From an optimization exercise on the open Yosys and OpenROAD flow, aimed at small area, a short achievable clock period and few clock cycles; shortcuts taken in it are not production practice. The RTL was checked by simulation tests, not by an equivalence proof against the original design. No activity file was given, so power comes from the tool's default toggle rates.

## flow/design.v (module list and top-level ports; edited modules follow where they fit)
// module MyDesign: 1599 lines
// module fa: 4 lines
module MyDesign (
    input  wire        dut_run,
    output reg         dut_busy,
    input  wire        reset_b,
    input  wire        clk,
    output wire        input_sram_write_enable,
    output wire [11:0] input_sram_write_addresss,
    output wire [15:0] input_sram_write_data,
    output wire [11:0] input_sram_read_address,
    input  wire [15:0] input_sram_read_data,
    output reg         output_sram_write_enable,
    output wire [11:0] output_sram_write_addresss,
    output wire [15:0] output_sram_write_data,
    output wire [11:0] output_sram_read_address,
    input  wire [15:0] output_sram_read_data,
    output wire        scratchpad_sram_write_enable,
    output wire [11:0] scratchpad_sram_write_addresss,
    output wire [15:0] scratchpad_sram_write_data,
    output wire [11:0] scratchpad_sram_read_address,
    input  wire [15:0] scratchpad_sram_read_data,
    output wire        weights_sram_write_enable,
    output wire [11:0] weights_sram_write_addresss,
    output wire [15:0] weights_sram_write_data,
    output wire [11:0] weights_sram_read_address,
    input  wire [15:0] weights_sram_read_data
);
  // ...
==> flow/flow/run.sh <==
#!/bin/bash
# Layout: the standard ORFS flow (standard.sh, unchanged synthesis),
# with repair_timing asked to keep a setup margin of 7.6 ns on the design's
# 11 ns clock, and the port buffers made as buf_2 cells.
# Each ORFS step writes its full log under orfs/logs; make's output goes to
# standard.log.
set -o pipefail
bash standard.sh SETUP_SLACK_MARGIN=7.6 "BUFFER_PORTS_ARGS=-buffer_cell sky130_fd_sc_hd__buf_2" finish > standard.log 2>&1
==> flow/standard.sh <==
#!/bin/bash
# synth_recipe.tcl (not shown) runs the flow's synth.tcl, then flattens the netlist and writes it again
# the make line also repeats each setting of config.mk as NAME=value (left out here)
make -C /OpenROAD-flow-scripts/flow DESIGN_CONFIG=/design/flow/config.mk WORK_HOME=/design/flow/orfs CLKGATE_MAP_FILE= SYNTH_SCRIPT=/design/flow/synth_recipe.tcl "${@:-finish}"
==> flow/config.mk <==
export PLATFORM = sky130hd
export DESIGN_NAME = MyDesign
export DESIGN_NICKNAME = MyDesign
export VERILOG_FILES = /design/flow/design.v
export SDC_FILE = /design/flow/constraint.sdc
export NUM_CORES = 4
export LEC_CHECK = 0
export ABC_AREA = 1
export CAP_MARGIN = 20
export CORE_MARGIN = 2
export CORE_UTILIZATION = 40
export SLEW_MARGIN = 65
export SYNTH_HIERARCHICAL = 1
export SYNTH_MINIMUM_KEEP_SIZE = 0
==> flow/constraint.sdc <==
create_clock -name core_clock -period 11.0 [get_ports {clk}]
set_input_delay 2.2000 -clock core_clock [delete_from_list [all_inputs] [get_ports {clk}]]
set_output_delay 2.2000 -clock core_clock [all_outputs]
set_load 0.01 [all_outputs]
==> results_dict.tcl, run 1 <==
set metrics [dict create \
    p_int_uw 5330 \
    multi_input_cells 1897 \
    top_power_group "combinational logic" \
    tap_cells 940 \
    grt_max_degree 76 \
    p_clk_uw 1700 \
    cts_hold_buf 0 \
    p_leak_uw 0.0136 \
    startpoint "ph[2]" \
    power.switching_uw 3690 \
    powerSeq_uw 2490 \
    whs_ns 0.344 \
    hp-start "wd_lo[3]" \
    maxCapViolCount 0 \
    yosysUniqueCellTypes 45 \
    synth_adder_area_share 0.256 \
    worstSetupEndpointType "flop" \
    swShare 0.409 \
    worstHoldPathCells 0 \
    slowest_stage "dfxtp_4" \
    peakVddDrop_uv 178 \
    die_area_um2 73000 \
    p_comb_uw 4820 \
    syn_inst 2716 \
    rr_startpoint "ph[2]" \
    syn_area_um2 28300 \
    tritoncts "built" \
    status "no timing/DRC/antenna violations" \
    hold-path-endpoint "wd_hi[3]" \
]
Testbench counts, summed over its fixed seeds: cycles 13,944.
==> run 2, diff against run 1 <==
--- a/flow/config.mk
+++ b/flow/config.mk
@@ -9,6 +9,6 @@
 export CAP_MARGIN = 20
 export CORE_MARGIN = 2
 export CORE_UTILIZATION = 40
-export SLEW_MARGIN = 65
+export SLEW_MARGIN = 20
 export SYNTH_HIERARCHICAL = 1
 export SYNTH_MINIMUM_KEEP_SIZE = 0
==> results_dict.tcl, run 2 <==
set metrics [dict create \
    grt_max_degree 76 \
    netlist.top_cell.by_area "dfxtp_1" \
    min_period_ns 3.38 \
    ctsResizeCount 56 \
    seqPwrFrac 0.274 \
    worst-setup-path-type "flop to flop" \
    clkLatencyLatePin_ns 0.62 \
    drc 0 \
    synth_top_family_by_area "adder cells" \
    antennaDiodeCount 0 \
    p_int_uw 5390 \
    ios 232 \
    post_cts_buffers 0 \
    cp_top_family "adder cells" \
    slew_headroom 0.309 \
    setup_violations 0 \
    rsz0062_at_grt "false" \
    peakVddDrop_uv 189 \
    clk_path_buf_depth 3 \
    regToRegSetupSlack_ns 7.62 \
    yosysMostFrequentCell "dfxtp_1" \
    setup_tns_ns 0 \
    synth_top_flop_cell "dfxtp_1" \
    rows 97 \
    hold_path.class "flop to flop" \
    dp_hpwl_um 74400 \
    portBuffers 67 \
    powerDensity_nw_per_um2 289 \
    first_pass_iters 6 \
    grt_overflow 0 \
    largest_reg_flops 108 \
    cts_hold_buf 0 \
    hold_violations 0 \
    start_kind "flop" \
    yosys.area.top_type_share 0.256 \
    grt_pass1_vias 20300 \
    top_layer "met4" \
    area_growth_pct 10.8 \
    swShare 0.407 \
    final_common_cell "dfxtp_1" \
    yosysUniqueCellTypes 45 \
    chipHeight_um 270 \
    routed_wl_um 90400 \
    timing.fmax_mhz 296 \
    yosysWarnings 7 \
    slowest_stage "o21ai_1" \
    wl_per_cell_um 24.1 \
    place_congestion 0.975 \
    grt_usage 0.245 \
    die_w_um 270 \
    critPathArrivalTime_ns 3.84 \
    clock_skew_ns 0.0448 \
    core_area_um2 70100 \
    cp_common_cell "fa_1" \
    dr_wl_met2_um 41500 \
    worstSetupEndpointType "flop" \
    viasPerCell 5.29 \
    final_area_um2 31400 \
    root_buffer "clkbuf_16" \
    clkPwrFrac 0.199 \
    whs_ns 0.336 \
    synthTopCellsByCount "363 x dfxtp_1, 337 x xor2_1, 325 x fa_1, 303 x nand2_1, 252 x o22ai_1" \
    syn_avg_cell_area_um2 10.4 \
    ant_nets 0 \
    synth-simple-area-share 0.0700 \
    wl_met1_um 39000 \
    drv_slew 0 \
    syn_area_um2 28300 \
    cts_max_level 2 \
    syn_inst 2716 \
    place_area_um2 29200 \
    path_buf_inv 1 \
    p_leak_uw 0.0132 \
    initialDrtViolationCount 1640 \
    dp.cells 3661 \
    nFillCells 6626 \
    start_util 0.404 \
    maxCapViolCount 0 \
    yosys_register_bits 471 \
    synth.area.top_cells "dfxtp_1 26%, fa_1 23%, edfxtp_1 11%" \
    cts-buffers-inserted 52 \
    postSynth.asyncResetShare 0 \
    status "no timing/DRC/antenna violations" \
    synth_mux_area_frac 0.00847 \
    comb_power_share 0.528 \
    synthXorXnorAreaFrac 0.107 \
    die_area_um2 73000 \
    tritoncts "built" \
    via_count 19900 \
    antenna_found_initial 5 \
    fin_nets 3227 \
    drive_above_1_share 0.0976 \
    grt_pass1_wl_um 133000 \
    crit_chain "o21ai_1 -> a21oi_1 -> xor2_1 -> fa_1 -> fa_1 -> inv_1 -> fa_1" \
    cp_max_fo 17 \
    wl_met3_um 7140 \
    path_clk_slew_ns 0.07 \
    power.switching_uw 3700 \
    tightestPinTransition_ns 1.03 \
    fin_cells 3757 \
    synth_compound_area_frac 0.107 \
    synth_edf_count 108 \
    synth_adder_area_share 0.256 \
    post-route-util 0.448 \
    finalCritPeriodShare 0.307 \
    yosysSeqAreaShare 0.371 \
    worst_ep_required_time_ns 11.46 \
    critPathMaxStageDelay_ns 0.72 \
    final_cell_mix "353 x dfxtp_1, 337 x xor2_1, 325 x fa_1" \
    cts.sinks 471 \
    regMostFlops "kd" \
]
run 2: final cells by class:
| class | instances | area [um2] | share of cell area |
|---|---|---|---|
| clock buffers | 64 | 1460 | 0.0465 |
| well taps | 940 | 1180 | 0.0375 |
| flip-flops and latches | 471 | 10500 | 0.335 |
| repair buffers | 88 | 493 | 0.0157 |
| multi-input cells | 1897 | 16400 | 0.523 |
| inverters | 265 | 995 | 0.0317 |
| clock inverters | 32 | 324 | 0.0103 |
run 2: modules after synthesis (local to each module, per instance):
module | flops+latches | copies in the design
fa | 0 | 324
MyDesign | 471 | 1
run 2: power by group through the flow:
| stage | logic, uW | registers, uW | clock network, uW |
|---|---|---|---|
| 2_1_floorplan | 3270 | 2450 | 0 |
| 3_3_place_gp | 4760 | 2500 | 0 |
| 3_5_place_dp | 4880 | 2520 | 0 |
| 4_1_cts | 4900 | 2490 | 1840 |
| 5_1_grt | 5560 | 2530 | 1920 |
| 6_report | 4790 | 2490 | 1810 |
run 2: layer usage:
layer	track usage	up-vias
met5	0	-
met4	0.0784	0
met2	0.395	948
met1	0.338	9934
li1	-	8811
met3	0.0412	191
run 2: worst paths after layout:
kind	from	end	depth (start not counted)
hold / removal	wd_lo[0]	wd_hi[0]	0
hold reg to reg	wd_lo[0]	wd_hi[0]	0
setup reg to reg	ph[8]	r522	7
setup / recovery	ph[8]	r522	7
run 2: kinds of logic after synthesis:
kind of cell | Yosys count
buffers and inverters | 479
adders and majority gates | 385
AOI/OAI and AO/OA | 531
muxes | 24
and+or+nand+nor | 480
DFF | 471
other | 1
xor gates and xnor gates | 345
run 2: stage by stage:
step                total power [uW]  setup WS [ns]
floorplan                       5720           7.80
global placement                7260           6.97
detailed placement              7390           6.91
CTS                             9230           7.54
global route                   10000           7.60
finish                          9090           7.62
run 2: worst register-to-register path, delay by kind of cell, from the launching register on:
family          cells  cell delay [ns]
compound gates      2             0.85
xor+xnor            1             0.42
buf+inv             1             0.06
flops               1             0.44
fa+ha+maj           3             1.46
==> run 3, diff against run 2 <==
--- a/flow/config.mk
+++ b/flow/config.mk
@@ -9,6 +9,9 @@
 export CAP_MARGIN = 20
 export CORE_MARGIN = 2
 export CORE_UTILIZATION = 40
+export CTS_BUF_LIST = sky130_fd_sc_hd__clkbuf_8 sky130_fd_sc_hd__clkbuf_16
+export CTS_CLUSTER_DIAMETER = 80
+export CTS_CLUSTER_SIZE = 30
 export SLEW_MARGIN = 20
 export SYNTH_HIERARCHICAL = 1
 export SYNTH_MINIMUM_KEEP_SIZE = 0
==> results_dict.tcl, run 3 <==
set metrics [dict create \
    status "no timing/DRC/antenna violations" \
    synth_top_flop_cell "dfxtp_1" \
    portBuffers 67 \
    finalCritPeriodShare 0.308 \
    worst-setup-path-type "flop to flop" \
    yosys_register_bits 471 \
    chipHeight_um 270 \
    setup_tns_ns 0 \
    cp_max_fo 17 \
    clkPwrFrac 0.151 \
    area_growth_pct 8.33 \
    tritoncts "built" \
    rows 97 \
    start_kind "flop" \
    hold_path.class "flop to flop" \
    netlist.top_cell.by_area "dfxtp_1" \
    yosysMostFrequentCell "dfxtp_1" \
    root_buffer "clkbuf_16" \
    syn_area_um2 28300 \
    grt_overflow 0 \
    cp_common_cell "fa_1" \
    wl_per_cell_um 24.1 \
    cts_hold_buf 0 \
    path_clk_slew_ns 0.11 \
    ios 232 \
    critPathMaxStageDelay_ns 0.78 \
    comb_power_share 0.560 \
    nFillCells 6674 \
    cts.sinks 471 \
    p_int_uw 4900 \
    tightestPinTransition_ns 1.05 \
    grt_pass1_wl_um 131000 \
    power.switching_uw 3660 \
    drive_above_1_share 0.0844 \
    first_pass_iters 5 \
    peakVddDrop_uv 192 \
    dp_hpwl_um 74400 \
    clock_skew_ns 0.0477 \
    cts_max_level 1 \
    yosysWarnings 7 \
    drv_slew 0 \
    core_area_um2 70100 \
    yosysSeqAreaShare 0.371 \
    slowest_stage "o21ai_1" \
    min_period_ns 3.39 \
    worst_ep_required_time_ns 11.50 \
    fin_nets 3203 \
    grt_usage 0.242 \
    critPathArrivalTime_ns 3.89 \
    powerDensity_nw_per_um2 279 \
    slew_headroom 0.299 \
    maxCapViolCount 0 \
    die_w_um 270 \
    die_area_um2 73000 \
    swShare 0.428 \
    post-route-util 0.438 \
    ant_nets 0 \
    yosysUniqueCellTypes 45 \
    rsz0062_at_grt "true" \
    viasPerCell 5.28 \
    clkLatencyLatePin_ns 0.64 \
    initialDrtViolationCount 1660 \
    syn_inst 2716 \
    antennaDiodeCount 0 \
    final_cell_mix "350 x dfxtp_1, 337 x xor2_1, 325 x fa_1" \
    final_common_cell "dfxtp_1" \
    syn_avg_cell_area_um2 10.4 \
    routed_wl_um 89600 \
    clk_path_buf_depth 3 \
    worstSetupEndpointType "flop" \
    timing.fmax_mhz 295 \
    post_cts_buffers 0 \
    start_util 0.404 \
    synthTopCellsByCount "363 x dfxtp_1, 337 x xor2_1, 325 x fa_1, 303 x nand2_1, 252 x o22ai_1" \
    p_leak_uw 0.0129 \
    crit_chain "o21ai_1 -> o22ai_1 -> xor2_1 -> fa_1 -> fa_1 -> fa_1" \
    hold_violations 0 \
    drc 0 \
    power.total_uw 8570 \
    antenna_found_initial 3 \
    synth_edf_count 108 \
    via_count 19600 \
    place_congestion 0.975 \
    postSynth.asyncResetShare 0 \
    largest_reg_flops 108 \
    seqPwrFrac 0.290 \
    setup_violations 0 \
    grt_max_degree 76 \
    grt_pass1_vias 20000 \
    cts-buffers-inserted 28 \
    regMostFlops "kd" \
    synth.area.top_cells "dfxtp_1 26%, fa_1 23%, edfxtp_1 11%" \
    yosys.area.top_type_share 0.256 \
]
## run 3: changes by cell type in the layout (fill, tap and decap cells not counted), moves of 4 or more
cell,change
clkbuf_8,-7
clkbuf_16,-25
dfxtp_2,+4
clkinvlp_4,-6
clkinv_8,+5
clkinv_2,-11
## run 3: cell type report
type | count | area [um2] | area share
Timing Repair Buffer | 88 | 493 | 0.0161
Tap cell | 940 | 1180 | 0.0383
Inverter | 265 | 995 | 0.0324
Sequential cell | 471 | 10500 | 0.343
Multi-Input combinational cell | 1897 | 16400 | 0.534
Clock buffer | 29 | 726 | 0.0236
Clock inverter | 23 | 383 | 0.0125
## run 3: power groups by stage
stage,Combinational [uW],Clock [uW],Sequential (uW)
floorplan,3270,0,2450
global placement,4760,0,2500
detailed placement,4880,0,2520
CTS,4890,1320,2480
global route,5560,1390,2520
finish,4800,1290,2480
## run 3: timing repair
item | 4_1_cts | 5_1_grt
endpoints found under the setup margin | 85 | 45
hold endpoints to repair | 0 | 0
gates cloned | 0 | 0
resized for setup | 55 | 25
## run 3: cell families after synthesis
kind of cell,count (synthesis),synth area share
AOI/OAI and AO/OA,531,0.107
and+or+nand+nor,480,0.0700
buffers and inverters,479,0.0814
DFF,471,0.371
adders and majority gates,385,0.256
xor gates and xnor gates,345,0.107
muxes,24,0.00847
other,1,0.000132
## run 3: critical path: cells and delay by family (launching register included)
kind	cells	cell delay, ns
compound gates	2	0.96
flops	1	0.48
fa+ha+maj	3	1.62
xor+xnor	1	0.20
## run 3: path summary, 6_finish.rpt
path / from / endpoint / slack (ns) / depth (start not counted)
worst max register to register: ph[6] / r500 / 7.61 / 6
worst min register to register: wd_lo[0] / wd_hi[0] / 0.35 / 0
worst min-delay path: wd_lo[0] / wd_hi[0] / 0.35 / 0
worst max-delay path: ph[6] / r500 / 7.61 / 6
## run 3: per-module statistics from Yosys, one instance, submodules excluded
module,cell area (um2),times used,cells inside,flops+latches
MyDesign,21900,1,2392,471
fa,20.0,324,1,0
## run 3: metal layers
layer | track usage | share of wire | wire length [um]
met1 | 0.329 | 0.43 | 38700
met2 | 0.393 | 0.46 | 41100
met3 | 0.0437 | 0.079 | 7050
met4 | 0.0757 | 0.031 | 2790
met5 | 0 | 0 | 0
## run 3: metrics by stage
stage                     cell area [um2]  hold slack, ns  setup WS [ns]  cells
after floorplan                     28800           0.330           7.80   2847
after global placement              29200           0.332           6.97   3661
after detailed placement            29200           0.333           6.91   3661
after CTS                           30600           0.354           7.56   3713
after global routing                30700           0.364           7.57   3713
final                               30700           0.353           7.61   3713

## re-timing with driven ports
No port has a modelled driver above. Below, the same layouts with a new extraction and two added sets of constraints. Step 1 sets driving cells, clkbuf_16 on the clock port and buf_2 on the other inputs (assumed; they add their load-dependent delay and slew). Step 2 adds t to the input delays and takes it off the output delays; t is the mean of the earliest and latest rising clock arrival at the registers after step 1. Input paths then give back, and output paths get back, about the clock's delay inside the block. Three values: ideal ports, drivers, drivers and shift; two values: the first two.
run | t, ns | setup WS [ns] | worst hold slack (ns) | worst setup path at the end | worst register clock-pin slew, ns
run 1 | 0.662 | 7.676 / 7.630 / 7.371 | 0.344 / 0.344 / 0.344 | input to register | 0.06 / 0.06
run 2 | 0.663 | 7.621 / 7.621 / 7.193 | 0.336 / 0.336 / 0.336 | input to register | 0.07 / 0.07
run 3 | 0.688 | 7.614 / 7.602 / 7.204 | 0.353 / 0.353 / 0.353 | input to register | 0.11 / 0.11
After both steps setup and hold are still met in every run listed. For run 2, which loses most, drivers alone change the setup slack by 0.000 ns; drivers and shift together by -0.428 ns.
